Source: an optimization exercise on an open RTL-to-GDS flow (aim: small area and a short achievable clock period). Production flows keep margins and buffers that such runs may drop. In this exercise RTL edits were held to simulation tests only and were not proved equivalent to the original. The flow treats the clock pin as an ideal source, which a real chip does not have.

==> job 9907: inputs <==
==> flow/design.v (excerpt) <==
module MultiTop(
    input             clk,
    input      [31:0] a,
    input      [31:0] b,
    output reg [31:0] prod
);
    reg  [31:0] a_q;
    reg  [31:0] b_q;
    wire [31:0] p;
    Multi multi(
        .a(a_q),
        .b(b_q),
        .prod(p)
    );
    always @(posedge clk) begin
        a_q  <= a;
        b_q  <= b;
        prod <= p;
    end
endmodule
==> flow/config.mk <==
export PLATFORM = sky130hd
export DESIGN_NAME = MultiTop
export DESIGN_NICKNAME = MultiTop
export VERILOG_FILES = /design/flow/design.v
export SDC_FILE = /design/flow/constraint.sdc
export NUM_CORES = 4
export LEC_CHECK = 0
export CAP_MARGIN = 20
export CORE_MARGIN = 2
export CORE_UTILIZATION = 40
export SLEW_MARGIN = 77
export SYNTH_HIERARCHICAL = 1
export SYNTH_MINIMUM_KEEP_SIZE = 0
==> flow/constraint.sdc <==
create_clock -name core_clock -period 17.0 [get_ports {clk}]
set_input_delay 3.4000 -clock core_clock [delete_from_list [all_inputs] [get_ports {clk}]]
set_output_delay 3.4000 -clock core_clock [all_outputs]
set_load 0.01 [all_outputs]
standard.sh (not shown) runs the stock make flow with config.mk's settings and CLKGATE_MAP_FILE= SYNTH_SCRIPT=/design/flow/synth_recipe.tcl, a recipe that flattens the netlist after the stock synthesis.
==> flow/flow/run.sh <==
#!/bin/bash
# The standard layout (the standard.sh, standard synthesis included), except that the
# buffers buffer_ports puts on every input and output port are buf_1 cells rather than the
# clkdlybuf4s50_1 delay cells it picks by default. The make output goes to standard.log;
# ORFS keeps each step's own log under orfs/logs/.
set -euo pipefail
bash standard.sh BUFFER_PORTS_ARGS="-buffer_cell sky130_fd_sc_hd__buf_1" finish > standard.log 2>&1
==> inputs of job 4962, as changes to job 9907 <==
==> flow/flow/run.sh (replaced) <==
#!/bin/bash
set -euo pipefail
SKEW_CELLS="sky130_fd_sc_hd__clkdlybuf4s50_1" \
  bash standard.sh BUFFER_PORTS_ARGS="-buffer_cell sky130_fd_sc_hd__buf_1" PRE_CTS_TCL="$(pwd)/flow/skew.tcl" finish > standard.log 2>&1
==> flow/flow/skew.tcl (new file) <==
set block [ord::get_db_block]
set db [ord::get_db]
set clk [$block findNet clk]
set cells [split $::env(SKEW_CELLS) ","]
set flops {}
set sx 0.0
set sy 0.0
foreach i [$block getInsts] {
  if {[string match "prod*" [$i getName]] && [string match "sky130_fd_sc_hd__df*" [[$i getMaster] getName]]} {
    lappend flops $i
    set bb [$i getBBox]
    set sx [expr {$sx + [$bb xMin]}]
    set sy [expr {$sy + [$bb yMin]}]
  }
}
set nf [llength $flops]
puts "skew: $nf product registers"
if {$nf != 32} { error "skew: expected 32 product registers, found $nf" }
set cx [expr {int($sx / $nf)}]
set cy [expr {int($sy / $nf)}]
set prev $clk
set k 0
foreach c $cells {
  set m [$db findMaster $c]
  if {$m eq "NULL" || $m eq ""} { error "skew: no master $c" }
  set inst [odb::dbInst_create $block $m skew_dly_$k]
  set net [odb::dbNet_create $block clk_prod_$k]
  $net setSigType CLOCK
  [$inst findITerm A] connect $prev
  [$inst findITerm X] connect $net
  $inst setLocation $cx $cy
  $inst setPlacementStatus PLACED
  set prev $net
  incr k
}
foreach i $flops {
  set it [$i findITerm CLK]
  $it disconnect
  $it connect $prev
}
puts "skew: product registers now clocked from [$prev getName] through $k cells"
detailed_placement
Settings changed: SLEW_MARGIN 77 to 72.
==> results.txt <==
dpl ws 11540 ps; Final Critical Period 5390 ps; status no timing/DRC/antenna violations; Crit path required time 17970 ps; Final Non-Filler Cells 1656; Syn-to-layout area delta 16.9%; layout cells sized above 1 0.115; Avg WL per Cell around 21 um; clock latency on the worst-skew pair 1100 ps; CP cell instances clkbuf_8 > xor2_1 > nand2_4 > o22ai_1 > fa_1 > fa_1 > fa_1 > fa_1 > fa_1 > fa_1 > ha_1 > and2_1 > a21o_1 > a21o_1 > a21o_1 > xor2_1; period utilization 0.317
-- figures above: job 4962

==> results.txt <==
post-CTS sizing 0; Avg WL per Cell 21.0 um; dpl ws 11610 ps; Final Critical Period 5420 ps; Final Cell Area 14300 um^2; status no timing/DRC/antenna violations; CP cell instances buf_8 > xnor2_1 > nand2_4 > buf_8 > o22ai_1 > fa_1 > fa_1 > fa_1 > fa_1 > fa_1 > ha_1 > a21o_1 > a21o_1 > a21o_1 > a21o_2 > a21o_1 > xor2_1; layout cells sized above 1 0.136; Crit path required time 17270 ps; Syn-to-layout area delta 16.1%; post-synthesis sequential area ratio 0.156; clock latency on the worst-skew pair 390 ps
-- figures above: job 9907


---

==> v8: inputs <==
Another version of the RTL of MultiTop (not shown whole).
==> flow/config.mk <==
export PLATFORM = sky130hd
export DESIGN_NAME = MultiTop
export DESIGN_NICKNAME = MultiTop
export VERILOG_FILES = /design/flow/design.v
export SDC_FILE = /design/flow/constraint.sdc
export NUM_CORES = 4
export LEC_CHECK = 0
export CAP_MARGIN = 20
export CORE_MARGIN = 2
export CORE_UTILIZATION = 40
export SLEW_MARGIN = 72
export SYNTH_HIERARCHICAL = 1
export SYNTH_MINIMUM_KEEP_SIZE = 0
==> flow/constraint.sdc <==
create_clock -name core_clock -period 17.0 [get_ports {clk}]
set_input_delay 3.4000 -clock core_clock [delete_from_list [all_inputs] [get_ports {clk}]]
set_output_delay 3.4000 -clock core_clock [all_outputs]
set_load 0.01 [all_outputs]
==> flow/flow/run.sh <==
#!/bin/bash
# The standard layout (the standard.sh, standard synthesis included), with these changes:
# - buffer_ports puts buf_1 cells on the ports rather than clkdlybuf4s50_1 delay cells;
# - CTS runs without latency balancing between the two clock nets (-delay_buffer_derate 0
#   -no_insertion_delay), so that it keeps that skew rather than padding the other registers'
#   clock to match it.
# The make output goes to standard.log; ORFS keeps each step's own log under orfs/logs/.
set -euo pipefail
SKEW_CELLS="sky130_fd_sc_hd__clkdlybuf4s18_1" \
  bash standard.sh BUFFER_PORTS_ARGS="-buffer_cell sky130_fd_sc_hd__buf_1" \
    PRE_CTS_TCL="$(pwd)/flow/skew.tcl" \
    CTS_ARGS="-sink_clustering_enable -repair_clock_nets -delay_buffer_derate 0 -no_insertion_delay -buf_list sky130_fd_sc_hd__clkbuf_8" \
    finish > standard.log 2>&1
==> flow/flow/skew.tcl <==
set block [ord::get_db_block]
set db [ord::get_db]
set clk [$block findNet clk]
set cells [split $::env(SKEW_CELLS) ","]
set flops {}
set sx 0.0
set sy 0.0
foreach i [$block getInsts] {
  if {[string match "prod*" [$i getName]] && [string match "sky130_fd_sc_hd__df*" [[$i getMaster] getName]]} {
    lappend flops $i
    set bb [$i getBBox]
    set sx [expr {$sx + [$bb xMin]}]
    set sy [expr {$sy + [$bb yMin]}]
  }
}
set nf [llength $flops]
puts "skew: $nf product registers"
if {$nf != 32} { error "skew: expected 32 product registers, found $nf" }
set cx [expr {int($sx / $nf)}]
set cy [expr {int($sy / $nf)}]
set prev $clk
set k 0
foreach c $cells {
  set m [$db findMaster $c]
  if {$m eq "NULL" || $m eq ""} { error "skew: no master $c" }
  set inst [odb::dbInst_create $block $m skew_dly_$k]
  set net [odb::dbNet_create $block clk_prod_$k]
  $net setSigType CLOCK
  [$inst findITerm A] connect $prev
  [$inst findITerm X] connect $net
  $inst setLocation $cx $cy
  $inst setPlacementStatus PLACED
  set prev $net
  incr k
}
foreach i $flops {
  set it [$i findITerm CLK]
  $it disconnect
  $it connect $prev
}
puts "skew: product registers now clocked from [$prev getName] through $k cells"
detailed_placement
==> v23 (differences from v8) <==
--- a/flow/flow/run.sh
+++ b/flow/flow/run.sh
@@ -10,4 +10,4 @@
   bash standard.sh BUFFER_PORTS_ARGS="-buffer_cell sky130_fd_sc_hd__buf_1" \
     PRE_CTS_TCL="$(pwd)/flow/skew.tcl" \
-    CTS_ARGS="-sink_clustering_enable -repair_clock_nets -delay_buffer_derate 0 -no_insertion_delay -buf_list sky130_fd_sc_hd__clkbuf_8" \
+    CTS_ARGS="-sink_clustering_enable -repair_clock_nets -delay_buffer_derate 0 -no_insertion_delay" \
     finish > standard.log 2>&1
==> v4 (differences from v8) <==
SLEW_MARGIN = 65   (was 72)
==> comparison <==
Global-route usage: v8 < v4 < v23. First-iteration DRC count, highest first: v4, v8, v23. The highest fmax belongs to v23, the lowest to v4. The highest via count belongs to v8, the lowest to v4. In area after synthesis, v4 and v23 do not differ. In v23 the critical path depth is lower than in v4, by 1. Clock skew: v4 is higher than v8 (0.0026 ns).

==> static timing again, ports no longer ideal <==
How much do the figures lean on ideal ports? The routed layouts below were timed once more, with nothing changed but the port constraints. Step 1 sets driving cells, clkbuf_16 on the clock port and buf_2 on the other inputs (assumed; they add their load-dependent delay and slew). Step 2, shift: input delay + t, output delay - t, t = (earliest + latest rising clock arrival at the registers) / 2. This alone moves slack from input paths to output paths. a / b / c = no drivers / after step 1 / after step 2; a / b = the first two.
| run | t, ns | setup slack, ns | clock arrival spread, ns | cell pins on the clock port's net |
|---|---|---|---|---|
| job 9907 | 0.433 | 11.581 / 11.581 / 11.581 | 0.014 / 0.014 | 1 |
| job 4962 | 1.129 | 11.605 / 11.605 / 11.605 | 0.061 / 0.061 | 2 |
| v8 | 0.753 | 12.092 / 12.044 / 12.151 | 0.647 / 0.647 | 1 |
| v23 | 0.719 | 12.125 / 12.096 / 12.125 | 0.623 / 0.622 | 1 |
| v4 | 0.744 | 12.000 / 12.000 / 12.000 | 0.650 / 0.650 | 1 |
Clock arrivals are far apart in v8, v23 and v4, so t is only a midpoint there and step 2 fits no single register.
